Source: an optimization exercise on an open RTL-to-GDS flow (aim: small area and a short achievable clock period). Production flows keep margins and buffers that such runs may drop. Power and IR drop assume default switching activity.

==> branch juniper <==
==> flow/design.v (excerpt) <==
module mul32_pipe(clk, rst, in_valid, a, b, out_valid, p);
  input clk, rst, in_valid;
  input [31:0] a, b;
  output out_valid;
  output [63:0] p;
  reg [4:0] vpipe;
  always @(posedge clk)
    if (rst) vpipe <= 5'd0;
    else vpipe <= {vpipe[3:0], in_valid};
  assign out_valid = vpipe[4];
  reg [416:0] rk1;
  reg [225:0] rk2;
  reg [136:0] rk3;
  reg [98:0] rk4;
  reg [63:0] rk5;
  wire n1 = b[1] & ~b[0];
  wire n2 = b[2] ^ b[1];
  wire n3 = (b[3] & ~b[2] & ~b[1]) | (~b[3] & b[2] & b[1]);
  wire n4 = b[4] ^ b[3];
  wire n5 = (b[5] & ~b[4] & ~b[3]) | (~b[5] & b[4] & b[3]);
  wire n6 = b[6] ^ b[5];
  wire n7 = (b[7] & ~b[6] & ~b[5]) | (~b[7] & b[6] & b[5]);
  wire n8 = b[8] ^ b[7];
  wire n9 = (b[9] & ~b[8] & ~b[7]) | (~b[9] & b[8] & b[7]);
  wire n10 = b[10] ^ b[9];
  wire n11 = (b[11] & ~b[10] & ~b[9]) | (~b[11] & b[10] & b[9]);
  wire n12 = b[12] ^ b[11];
  wire n13 = (b[13] & ~b[12] & ~b[11]) | (~b[13] & b[12] & b[11]);
  wire n14 = b[14] ^ b[13];
  wire n15 = (b[15] & ~b[14] & ~b[13]) | (~b[15] & b[14] & b[13]);
  wire n16 = b[16] ^ b[15];
  wire n17 = (b[17] & ~b[16] & ~b[15]) | (~b[17] & b[16] & b[15]);
  wire n18 = b[18] ^ b[17];
  wire n19 = (b[19] & ~b[18] & ~b[17]) | (~b[19] & b[18] & b[17]);
  wire n20 = b[20] ^ b[19];
  wire n21 = (b[21] & ~b[20] & ~b[19]) | (~b[21] & b[20] & b[19]);
  wire n22 = b[22] ^ b[21];
  wire n23 = (b[23] & ~b[22] & ~b[21]) | (~b[23] & b[22] & b[21]);
  wire n24 = b[24] ^ b[23];
  wire n25 = (b[25] & ~b[24] & ~b[23]) | (~b[25] & b[24] & b[23]);
  wire n26 = b[26] ^ b[25];
  wire n27 = (b[27] & ~b[26] & ~b[25]) | (~b[27] & b[26] & b[25]);
  wire n28 = b[28] ^ b[27];
  wire n29 = (b[29] & ~b[28] & ~b[27]) | (~b[29] & b[28] & b[27]);
  wire n30 = b[30] ^ b[29];
  wire n31 = (b[31] & ~b[30] & ~b[29]) | (~b[31] & b[30] & b[29]);
  wire n32 = ((b[0] & a[0])) ^ b[1];
  wire n33 = ((b[0] & a[1]) | (n1 & a[0])) ^ b[1];
  wire n34 = ((b[0] & a[2]) | (n1 & a[1])) ^ b[1];
  ...
==> flow/config.mk <==
export PLATFORM = sky130hd
export DESIGN_NAME = mul32_pipe
export DESIGN_NICKNAME = mul32_pipe
export VERILOG_FILES = /design/flow/design.v
export SDC_FILE = /design/flow/constraint.sdc
export NUM_CORES = 4
export LEC_CHECK = 0
export ABC_AREA = 1
export CAP_MARGIN = 20
export CORE_MARGIN = 2
export CORE_UTILIZATION = 40
export SLEW_MARGIN = 20
export SYNTH_HIERARCHICAL = 1
==> flow/constraint.sdc <==
create_clock -name core_clock -period 2.5 [get_ports {clk}]
set_input_delay 0.5000 -clock core_clock [delete_from_list [all_inputs] [get_ports {clk}]]
set_output_delay 0.5000 -clock core_clock [all_outputs]
set_load 0.01 [all_outputs]
standard.sh (not shown) runs the stock make flow with config.mk's settings and CLKGATE_MAP_FILE= SYNTH_SCRIPT=/design/flow/synth_recipe.tcl, a recipe that flattens the netlist after the stock synthesis.
==> flow/flow/run.sh <==
#!/bin/bash
# Own layout flow: the standard ORFS flow (standard.sh), unchanged except that the
# port buffers that global placement inserts on every input and output use a plain buffer
# (buf_4) instead of the delay cell buffer_ports picks by default.
set -euo pipefail
export BUFFER_PORTS_ARGS="-buffer_cell sky130_fd_sc_hd__buf_4"
bash standard.sh finish > standard_flow.log 2>&1
==> branch nickel: changes against branch juniper <==
--- a/flow/config.mk
+++ b/flow/config.mk
@@ -10,4 +10,5 @@
 export CORE_MARGIN = 2
 export CORE_UTILIZATION = 40
+export SETUP_SLACK_MARGIN = 0.5
 export SLEW_MARGIN = 20
 export SYNTH_HIERARCHICAL = 1
==> run notes <==
Clock share of power: branch nickel 22.7%; branch juniper 23.3%
Count of inserted antenna diode cells: branch nickel 0; branch juniper 3
Leakage Power: branch nickel 22.1 nW; branch juniper 21.8 nW
Met3 usage: branch nickel 4.93%; branch juniper 4.67%
Wirelength, routed: branch nickel 130 mm; branch juniper 127 mm
Core utilization of the finished layout: branch nickel 47.3%; branch juniper 46.5%
Worst slew margin relative to its limit: branch nickel 47.6%; branch juniper 46.2%
Number of cells in the design after placement: branch nickel 5234; branch juniper 5226
Capture instance of the worst register-to-register path: branch nickel rk5[62]; branch juniper rk4[98]
DP Area: branch nickel 46800 µm²; branch juniper 46800 µm²
Status: branch nickel no timing/DRC/antenna violations; branch juniper no timing/DRC/antenna violations
Req. time, crit path: branch nickel 3080 ps; branch juniper 3120 ps
Unrepaired setup endpoints after global routing: branch nickel true; branch juniper false
Fraction of area in registers: branch nickel 37.0%; branch juniper 37.7%
Share of cell area taken by multi-input logic gates: branch nickel 45.1%; branch juniper 44.5%
Worst setup timing slack at the placement stage: branch nickel 18.5 ps; branch juniper 188 ps
Relative contribution of sequential cells to total power: branch nickel 36.6%; branch juniper 38.4%
Setup fix buffers added after clock tree synthesis: branch nickel 12; branch juniper 0
Placer Congestion: branch nickel 0.859; branch juniper 0.852
Min setup slack post-route: branch nickel 414 ps; branch juniper 194 ps
No functional check of the RTL was part of any run of this note.

[port drivers added, routing unchanged]
How much do the figures lean on ideal ports? The routed layouts below were timed once more, with nothing changed but the port constraints.
Step 1 assumes that a clkbuf_16 drives the clock port and a buf_2 every other input.
Step 2 moves the port delays by t, midway between the first and last clock arrival at a register: inputs arrive t later, outputs are due t later. That takes back most of the time a late clock gives input paths.
a / b / c = no drivers / after step 1 / after step 2; a / b = the first two.
run	shift t [ns]	setup WS [ns]	hold WS [ns]	latest minus earliest clock arrival (ns)	cell pins on the clock port's net
branch juniper	0.756	0.194 / 0.194 / -0.096	0.034 / -0.010 / 0.320	0.037 / 0.036	1
branch nickel	0.754	0.414 / 0.414 / -0.112	0.022 / -0.015 / 0.322	0.056 / 0.056	1
With both steps, setup timing fails in branch juniper and branch nickel, where it was met with ideal ports. The setup slack of branch nickel, which loses most, moves by 0.000 ns with the drivers and by -0.526 ns with both steps.
